What follows belongs to an exercise in optimizing a design on an open flow for small area, a short achievable clock period and few clock cycles per item; a production flow would make more cautious choices.
Where RTL was checked, it was by simulation tests only, not by an equivalence proof against the original.

## comp_mult_top
module comp_mult_top #(
parameter NO_MULT   = 4     ,  
parameter APB_BADDR = 0     ,  
parameter SYS_AW    = 16    ,  
parameter REG_DW    = 16       
)(
input                    clk         ,
input                    rst_n       ,
input      [ SYS_AW-1:0] apb_paddr   ,
input                    apb_psel    ,
input                    apb_penable ,
input                    apb_pwrite  ,
input      [REG_DW -1:0] apb_pwdata  ,
output                   apb_pready  ,
output reg [REG_DW -1:0] apb_prdata  ,
output reg               apb_pslverr ,
output reg               mem_ce      ,
output reg               mem_we      ,
output reg [SYS_AW -1:0] mem_addr    ,
output reg [     8 -1:0] mem_wr_data ,
input      [     8 -1:0] mem_rd_data
);
assign apb_pready = 1'b1;
wire        setup  = apb_psel & ~apb_penable;
wire [15:0] offs   = apb_paddr - APB_BADDR;
reg         wq, rq;                       
reg  [ 2:0] aq;                           
reg         okq;                          
always @(posedge clk or negedge rst_n)
if (~rst_n)                  begin wq <= 1'b0; rq <= 1'b0; end
else                         begin wq <= setup & apb_pwrite; rq <= setup & ~apb_pwrite; end
  ...
clock: 10.0 ns
lec_check: 0
abc_area: 1
cap_margin: 20
core_margin: 2
core_utilization: 50
slew_margin: 20
standard.sh (not shown) runs the stock make flow with config.mk's settings and CLKGATE_MAP_FILE= SYNTH_SCRIPT=/design/flow/synth_recipe.tcl, a recipe that flattens the netlist after the stock synthesis.
==> flow/flow/run.sh <==
#!/bin/bash
set -euo pipefail
export BUFFER_PORTS_ARGS="-buffer_cell sky130_fd_sc_hd__buf_2"
export SETUP_SLACK_MARGIN=6.7
bash standard.sh > standard_flow.log 2>&1
The baseline finished clean.
Testbench counts at the start, summed over its fixed seeds: cycles 13,994, items 1,337.
==> next run, changes <==
--- a/flow/design.v
+++ b/flow/design.v
@@ -62,20 +62,21 @@
 wire ph2 =  jc[1] & ~jc[2];
 wire ph3 =  jc[2] & ~jc[3];
 wire ph4 =  jc[3] & ~jc[4];
 wire ph5 =  jc[4] &  jc[0];
 wire ph6 = ~jc[0] &  jc[1];
 wire ph7 = ~jc[1] &  jc[2];
 wire ph8 = ~jc[2] &  jc[3];
 wire ph9 = ~jc[3] &  jc[4];
-wire start_req = cfg0 & ~cfg1 & (no_op != 16'd0);
-wire start_go  = start_req & ~busy;
-wire last      = cv & ~rv;
-wire finish    = last & ph9;
+wire nz_op     = (no_op != 16'd0);
+wire start_req = cfg0 & ~cfg1 & nz_op;                                    
+wire start_wr  = wr_cfg & apb_pwdata[0] & ~apb_pwdata[1] & nz_op;       
+wire start_go  = (start_req | start_wr) & ~busy;
+wire finish    = busy & ph0 & ~rv & ~cv;
 always @(posedge clk or negedge rst_n)
 if (~rst_n)        apb_pslverr <= 1'b0;
 else               apb_pslverr <= (wq | rq) & ~valid;
 wire [15:0] addr_nx = mem_addr + {15'd0, mem_ce};    
 wire t_a  = start_go | (rv & (ph1 | ph4 | ph6 | ph7));
 wire t_b  = rv & ph3;
 wire sel1 = sw ? t_b : t_a;
 wire sel2 = sw ? t_a : t_b;
@@ -92,48 +93,48 @@
 always @(posedge clk or negedge rst_n)
 if (~rst_n)                  sw <= 1'b0;
 else if (rv & ph9)           sw <= ~sw;                       
 always @(posedge clk or negedge rst_n)
 if (~rst_n)                  no_op <= 16'd0;
 else if (wr_nop)             no_op <= apb_pwdata;
 always @(posedge clk or negedge rst_n)
 if (~rst_n)                  begin cfg0 <= 1'b0; cfg1 <= 1'b0; end
-else if (start_req)          begin cfg0 <= 1'b0; cfg1 <= 1'b0; end
+else if (start_req | start_wr) begin cfg0 <= 1'b0; cfg1 <= 1'b0; end
 else if (wr_cfg)             begin cfg0 <= apb_pwdata[0]; cfg1 <= apb_pwdata[1]; end
 always @(posedge clk or negedge rst_n)
 if (~rst_n)                  sts_stop <= 16'd0;
 else if (wr_sts)             sts_stop <= apb_pwdata;
 else if (finish)             sts_stop <= 16'd1;
 always @(posedge clk)
 apb_prdata <= ({16{rd_sts}} & sts_stop) | {15'd0, rd_st6 & busy};
 always @(posedge clk or negedge rst_n)
 if (~rst_n)                  jc <= 5'b00000;
 else if (start_go)           jc <= 5'b00011;                  
 else                         jc <= {jc[3:0], ~jc[4]};
 always @(posedge clk or negedge rst_n)
 if (~rst_n)                  begin rv <= 1'b0; cv <= 1'b0; wv2 <= 1'b0; end
 else if (start_go)           begin rv <= 1'b1; cv <= 1'b0; wv2 <= 1'b0; end
-else if (finish)             begin rv <= 1'b0; cv <= 1'b0; wv2 <= 1'b0; end
+else if (finish)             wv2 <= 1'b0;
 else if (ph9) begin
                              rv  <= rv & (cnt != no_op);
                              cv  <= rv;
                              wv2 <= cv;
 end
 always @(posedge clk)
 if (start_go)                cnt <= 16'd1;
 else if (ph9)                cnt <= cnt + 16'd1;
 wire nx_rd = ph1 | ph2 | ph3 | ph6;                           
 wire nx_wc = ph4 | ph5 | ph7 | ph8;                           
 always @(posedge clk or negedge rst_n)
 if (~rst_n)                  begin mem_ce <= 1'b0; mem_we <= 1'b0; end
 else if (start_go)           begin mem_ce <= 1'b1; mem_we <= 1'b0; end
 else begin
-    mem_ce <= (nx_rd & rv) | (nx_wc & cv) | (ph9 & cv) | (ph0 & wv2) | (ph6 & last);
-    mem_we <= ~nx_rd | (ph6 & last);
+    mem_ce <= (nx_rd & rv) | (nx_wc & cv) | (ph9 & cv) | (ph0 & wv2);
+    mem_we <= ~nx_rd;
 end
 always @(posedge clk or negedge rst_n)
 if (~rst_n)                  mem_addr <= 16'd0;
 else if (wr_res)             mem_addr <= apb_pwdata;
 else if (sel1)               mem_addr <= pp1;
 else if (sel2)               mem_addr <= pp2;
 else                         mem_addr <= addr_nx;
 reg  [7:0] x1, y1;            
@@ -177,13 +178,13 @@
     end
     if (step)                begin ra <= suma[10:2]; rb <= sumb[10:2]; end
 end
 wire [7:0] xr_hi = ra[7:0];
 wire [7:0] yr_hi = rb[7:0];
 always @(posedge clk)
 if (ph4)                     mem_wr_data <= qa;                                    
 else if (ph5)                mem_wr_data <= xr_hi;                                 
-else if (last ? ph6 : ph7)   mem_wr_data <= {6'd0, xr_hi[7], xr_hi[7]};            
-else if (last ? ph7 : ph8)   mem_wr_data <= qb;                                    
-else if (last ? ph8 : ph9)   mem_wr_data <= yr_hi;                                 
+else if (ph7)                mem_wr_data <= {6'd0, xr_hi[7], xr_hi[7]};            
+else if (ph8)                mem_wr_data <= qb;                                    
+else if (ph9)                mem_wr_data <= yr_hi;                                 
 else                         mem_wr_data <= {6'd0, mem_wr_data[7], mem_wr_data[7]};  
 endmodule  
After rerunning:
- final area rises slightly
- final cell count rises by a few percent
- worst setup slack got worse by 0.051 ns
- clock skew is about the same
- die area hardly moves
- critical path depth falls by 6
- core utilization rises by 0.39 points
- area after synthesis hardly moves
- synthesized cell count rises by a few percent
- global-route usage falls by 0.16 points
- routed wire length rises slightly
For the second run of this note, only the layout was checked, not whether the RTL still works.

* * *

main:
The RTL this note starts from:
==> flow/design.v <==
module comp_mult_top #(
parameter NO_MULT   = 4     ,  
parameter APB_BADDR = 0     ,  
parameter SYS_AW    = 16    ,  
parameter REG_DW    = 16       
)(
input                    clk         ,
input                    rst_n       ,
input      [ SYS_AW-1:0] apb_paddr   ,
input                    apb_psel    ,
input                    apb_penable ,
input                    apb_pwrite  ,
input      [REG_DW -1:0] apb_pwdata  ,
output                   apb_pready  ,
output reg [REG_DW -1:0] apb_prdata  ,
output reg               apb_pslverr ,
output reg               mem_ce      ,
output reg               mem_we      ,
output reg [SYS_AW -1:0] mem_addr    ,
output reg [     8 -1:0] mem_wr_data ,
input      [     8 -1:0] mem_rd_data
);
assign apb_pready = 1'b1;
wire        setup  = apb_psel & ~apb_penable;
wire [15:0] offs   = apb_paddr - APB_BADDR;
reg         wq, rq;                       
reg  [ 2:0] aq;                           
reg         okq;                          
always @(posedge clk or negedge rst_n)
if (~rst_n)                  begin wq <= 1'b0; rq <= 1'b0; end
else                         begin wq <= setup & apb_pwrite; rq <= setup & ~apb_pwrite; end
always @(posedge clk)        begin aq <= offs[2:0]; okq <= (offs[15:3] == 13'd0); end
wire a0 = okq & (aq == 3'd0);
wire a1 = okq & (aq == 3'd1);
wire a2 = okq & (aq == 3'd2);
wire a3 = okq & (aq == 3'd3);
wire a4 = okq & (aq == 3'd4);
wire a5 = okq & (aq == 3'd5);
wire a6 = okq & (aq == 3'd6);
wire wr_op1 = wq & a0;
wire wr_op2 = wq & a1;
wire wr_res = wq & a2;
wire wr_nop = wq & a3;
wire wr_cfg = wq & a4;
wire wr_sts = wq & a5;
wire rd_sts = rq & a5;
wire rd_st6 = rq & a6;
wire valid  = (wq & okq & (aq != 3'd6) & (aq != 3'd7)) | rd_sts | rd_st6;
reg  [15:0] pp1, pp2;
reg         sw;                           
reg  [15:0] no_op;
reg         cfg0, cfg1;                   
reg  [15:0] sts_stop;
reg  [ 4:0] jc;                           
reg         rv;                           
reg         cv;                           
reg         wv2;                          
reg  [15:0] cnt;                          
wire busy = rv | cv | wv2;
wire ph0 = ~jc[4] & ~jc[0];
wire ph1 =  jc[0] & ~jc[1];
wire ph2 =  jc[1] & ~jc[2];
wire ph3 =  jc[2] & ~jc[3];
wire ph4 =  jc[3] & ~jc[4];
wire ph5 =  jc[4] &  jc[0];
wire ph6 = ~jc[0] &  jc[1];
wire ph7 = ~jc[1] &  jc[2];
wire ph8 = ~jc[2] &  jc[3];
wire ph9 = ~jc[3] &  jc[4];
wire nz_op     = (no_op != 16'd0);
wire start_req = cfg0 & ~cfg1 & nz_op;                                    
wire start_wr  = wr_cfg & apb_pwdata[0] & ~apb_pwdata[1] & nz_op;       
wire start_go  = (start_req | start_wr) & ~busy;
wire finish    = busy & ph0 & ~rv & ~cv;
always @(posedge clk or negedge rst_n)
if (~rst_n)        apb_pslverr <= 1'b0;
else               apb_pslverr <= (wq | rq) & ~valid;
wire [15:0] addr_nx = mem_addr + {15'd0, mem_ce};    
wire t_a  = start_go | (rv & (ph1 | ph4 | ph6 | ph7));
wire t_b  = rv & ph3;
wire sel1 = sw ? t_b : t_a;
wire sel2 = sw ? t_a : t_b;
wire wr_p1 = sw ? wr_op2 : wr_op1;
wire wr_p2 = sw ? wr_op1 : wr_op2;
always @(posedge clk or negedge rst_n)
if (~rst_n)                  pp1 <= 16'd0;
else if (wr_p1)              pp1 <= apb_pwdata;
else if (sel1)               pp1 <= addr_nx;
always @(posedge clk or negedge rst_n)
if (~rst_n)                  pp2 <= 16'd0;
else if (wr_p2)              pp2 <= apb_pwdata;
else if (sel2)               pp2 <= addr_nx;
always @(posedge clk or negedge rst_n)
if (~rst_n)                  sw <= 1'b0;
else if (rv & ph9)           sw <= ~sw;                       
always @(posedge clk or negedge rst_n)
if (~rst_n)                  no_op <= 16'd0;
else if (wr_nop)             no_op <= apb_pwdata;
always @(posedge clk or negedge rst_n)
if (~rst_n)                  begin cfg0 <= 1'b0; cfg1 <= 1'b0; end
else if (start_req | start_wr) begin cfg0 <= 1'b0; cfg1 <= 1'b0; end
else if (wr_cfg)             begin cfg0 <= apb_pwdata[0]; cfg1 <= apb_pwdata[1]; end
always @(posedge clk or negedge rst_n)
if (~rst_n)                  sts_stop <= 16'd0;
else if (wr_sts)             sts_stop <= apb_pwdata;
else if (finish)             sts_stop <= 16'd1;
always @(posedge clk)
apb_prdata <= ({16{rd_sts}} & sts_stop) | {15'd0, rd_st6 & busy};
always @(posedge clk or negedge rst_n)
if (~rst_n)                  jc <= 5'b00000;
else if (start_go)           jc <= 5'b00011;                  
else                         jc <= {jc[3:0], ~jc[4]};
always @(posedge clk or negedge rst_n)
if (~rst_n)                  begin rv <= 1'b0; cv <= 1'b0; wv2 <= 1'b0; end
else if (start_go)           begin rv <= 1'b1; cv <= 1'b0; wv2 <= 1'b0; end
else if (finish)             wv2 <= 1'b0;
else if (ph9) begin
                             rv  <= rv & (cnt != no_op);
                             cv  <= rv;
                             wv2 <= cv;
end
always @(posedge clk)
if (start_go)                cnt <= 16'd1;
else if (ph9)                cnt <= cnt + 16'd1;
wire nx_rd = ph1 | ph2 | ph3 | ph6;                           
wire nx_wc = ph4 | ph5 | ph7 | ph8;                           
always @(posedge clk or negedge rst_n)
if (~rst_n)                  begin mem_ce <= 1'b0; mem_we <= 1'b0; end
else if (start_go)           begin mem_ce <= 1'b1; mem_we <= 1'b0; end
else begin
    mem_ce <= (nx_rd & rv) | (nx_wc & cv) | (ph9 & cv) | (ph0 & wv2);
    mem_we <= ~nx_rd;
end
always @(posedge clk or negedge rst_n)
if (~rst_n)                  mem_addr <= 16'd0;
else if (wr_res)             mem_addr <= apb_pwdata;
else if (sel1)               mem_addr <= pp1;
else if (sel2)               mem_addr <= pp2;
else                         mem_addr <= addr_nx;
reg  [7:0] x1, y1;            
reg  [7:0] qa, qb;            
reg        nx, ox, tx;        
reg        ny, oy, ty;        
reg  [8:0] ra, rb;            
wire step  = cv & (ph0 | ph1 | ph2 | ph3);    
function [10:0] row;          
    input [7:0] m;
    input       one, two, neg;
    row = (two ? {{2{m[7]}}, m, 1'b0} : (one ? {{3{m[7]}}, m} : 11'd0)) ^ {11{neg}};
endfunction
wire [10:0] ra1 = row(x1, ox, tx,  nx);
wire [10:0] ra2 = row(y1, oy, ty, ~ny);
wire [10:0] rb1 = row(x1, oy, ty, ny);
wire [10:0] rb2 = row(y1, ox, tx, nx);
wire        first = ph0;      
wire [10:0] ae  = first ? 11'd0 : {{2{ra[8]}}, ra};
wire [10:0] be  = first ? 11'd0 : {{2{rb[8]}}, rb};
wire [10:0] sa1 = ae ^ ra1 ^ ra2;
wire [10:0] ca1 = {((ae & ra1) | (ae & ra2) | (ra1 & ra2)), nx};
wire [10:0] sb1 = be ^ rb1 ^ rb2;
wire [10:0] cb1 = {((be & rb1) | (be & rb2) | (rb1 & rb2)), ny};
wire [10:0] suma = sa1 + ca1 + {10'd0, ~ny};
wire [10:0] sumb = sb1 + cb1 + {10'd0, nx};
always @(posedge clk) begin
    if (ph3 & rv)            x1 <= mem_rd_data;
    if (ph4 & rv)            y1 <= mem_rd_data;
    if (ph5 & rv)            qa <= mem_rd_data;
    else if (step)           qa <= {suma[1:0], qa[7:2]};
    else                     qa <= {qa[1:0], qa[7:2]};
    if (ph8 & rv)            qb <= mem_rd_data;
    else if (step)           qb <= {sumb[1:0], qb[7:2]};
    if (step) begin
                             nx  <=  qa[3]; ox  <=   qa[2] ^ qa[1];  tx  <=   (qa[3] & ~qa[2] & ~qa[1]) | (~qa[3] & qa[2] & qa[1]);
                             ny  <=  qb[3]; oy  <=   qb[2] ^ qb[1];  ty  <=   (qb[3] & ~qb[2] & ~qb[1]) | (~qb[3] & qb[2] & qb[1]);
    end else begin
                             nx  <=  qa[3]; ox  <=  qa[2]; tx  <=   qa[3] & ~qa[2];    
                             ny  <=  qb[1]; oy  <=  qb[0]; ty  <=   qb[1] & ~qb[0];
    end
    if (step)                begin ra <= suma[10:2]; rb <= sumb[10:2]; end
end
wire [7:0] xr_hi = ra[7:0];
wire [7:0] yr_hi = rb[7:0];
always @(posedge clk)
if (ph4)                     mem_wr_data <= qa;                                    
else if (ph5)                mem_wr_data <= xr_hi;                                 
else if (ph7)                mem_wr_data <= {6'd0, xr_hi[7], xr_hi[7]};            
else if (ph8)                mem_wr_data <= qb;                                    
else if (ph9)                mem_wr_data <= yr_hi;                                 
else                         mem_wr_data <= {6'd0, mem_wr_data[7], mem_wr_data[7]};  
endmodule  
==> flow/config.mk <==
export PLATFORM = sky130hd
export DESIGN_NAME = comp_mult_top
export DESIGN_NICKNAME = comp_mult_top
export VERILOG_FILES = /design/flow/design.v
export SDC_FILE = /design/flow/constraint.sdc
export NUM_CORES = 4
export LEC_CHECK = 0
export ABC_AREA = 1
export CAP_MARGIN = 20
export CORE_MARGIN = 2
export CORE_UTILIZATION = 50
export SLEW_MARGIN = 20
==> flow/constraint.sdc <==
create_clock -name core_clock -period 10.0 [get_ports {clk}]
set_input_delay 2.0000 -clock core_clock [delete_from_list [all_inputs] [get_ports {clk}]]
set_output_delay 2.0000 -clock core_clock [all_outputs]
set_load 0.01 [all_outputs]
==> flow/flow/run.sh <==
#!/bin/bash
set -euo pipefail
export BUFFER_PORTS_ARGS="-buffer_cell sky130_fd_sc_hd__buf_2"
export SETUP_SLACK_MARGIN=6.85
bash standard.sh > standard_flow.log 2>&1
main: flow completed, timing, DRC and antenna clean
The inputs of the feature branch differ from those of main as listed below.
--- a/flow/design.v
+++ b/flow/design.v
@@ -65,15 +65,13 @@
 wire ph5 =  jc[4] &  jc[0];
 wire ph6 = ~jc[0] &  jc[1];
 wire ph7 = ~jc[1] &  jc[2];
 wire ph8 = ~jc[2] &  jc[3];
 wire ph9 = ~jc[3] &  jc[4];
-wire nz_op     = (no_op != 16'd0);
-wire start_req = cfg0 & ~cfg1 & nz_op;                                    
-wire start_wr  = wr_cfg & apb_pwdata[0] & ~apb_pwdata[1] & nz_op;       
-wire start_go  = (start_req | start_wr) & ~busy;
-wire finish    = busy & ph0 & ~rv & ~cv;
+wire start_req = cfg0 & ~cfg1 & (no_op != 16'd0);
+wire start_go  = start_req & ~busy;
+wire finish    = busy & ph1 & ~rv & ~cv;
 always @(posedge clk or negedge rst_n)
 if (~rst_n)        apb_pslverr <= 1'b0;
 else               apb_pslverr <= (wq | rq) & ~valid;
 wire [15:0] addr_nx = mem_addr + {15'd0, mem_ce};    
 wire t_a  = start_go | (rv & (ph1 | ph4 | ph6 | ph7));
@@ -96,11 +94,11 @@
 always @(posedge clk or negedge rst_n)
 if (~rst_n)                  no_op <= 16'd0;
 else if (wr_nop)             no_op <= apb_pwdata;
 always @(posedge clk or negedge rst_n)
 if (~rst_n)                  begin cfg0 <= 1'b0; cfg1 <= 1'b0; end
-else if (start_req | start_wr) begin cfg0 <= 1'b0; cfg1 <= 1'b0; end
+else if (start_req)          begin cfg0 <= 1'b0; cfg1 <= 1'b0; end
 else if (wr_cfg)             begin cfg0 <= apb_pwdata[0]; cfg1 <= apb_pwdata[1]; end
 always @(posedge clk or negedge rst_n)
 if (~rst_n)                  sts_stop <= 16'd0;
 else if (wr_sts)             sts_stop <= apb_pwdata;
 else if (finish)             sts_stop <= 16'd1;
Notes after the runs:
The feature branch: count of cell instances traversed by the critical path lower than main. The feature branch gives less final period demand of the worst path than main did. Cell area after synthesis went down slightly going from main to the feature branch. Final cell count shrinks by a few percent when moving from main to the feature branch. Critical path data required time for the feature branch: 2.19 ns down relative to main.
No functional check of the RTL was part of any run of this note.

[separate check: timing with driven ports]
The results above use ideal ports. As a check the final layouts listed here were re-extracted and re-timed, cells and wires unchanged.
Step 1, drivers: a clkbuf_16 drives clk and a buf_2 each remaining input, both assumed.
Step 2 moves the port delays by t, midway between the first and last clock arrival at a register: inputs arrive t later, outputs are due t later. That takes back most of the time a late clock gives input paths.
Three values: ideal ports, drivers, drivers and shift; two values: the first two.
| run | shift t [ns] | setup slack, ns | worst data-port slew with drivers (ns) |
|---|---|---|---|
| the first run of note 1 | 0.480 | 6.888 / 6.888 / 6.844 | 0.06 |
| the second run of note 1 | 0.483 | 6.837 / 6.830 / 6.367 | 0.04 |
| main | 0.479 | 6.880 / 6.861 / 6.484 | 0.05 |
| the feature branch | 0.472 | 6.935 / 6.890 / 6.875 | 0.05 |
After both steps every run listed still meets setup and hold. The setup slack of the second run of note 1, which loses most, moves by -0.007 ns with the drivers and by -0.470 ns with both steps. The worst setup slack also covers recovery checks on asynchronous resets.
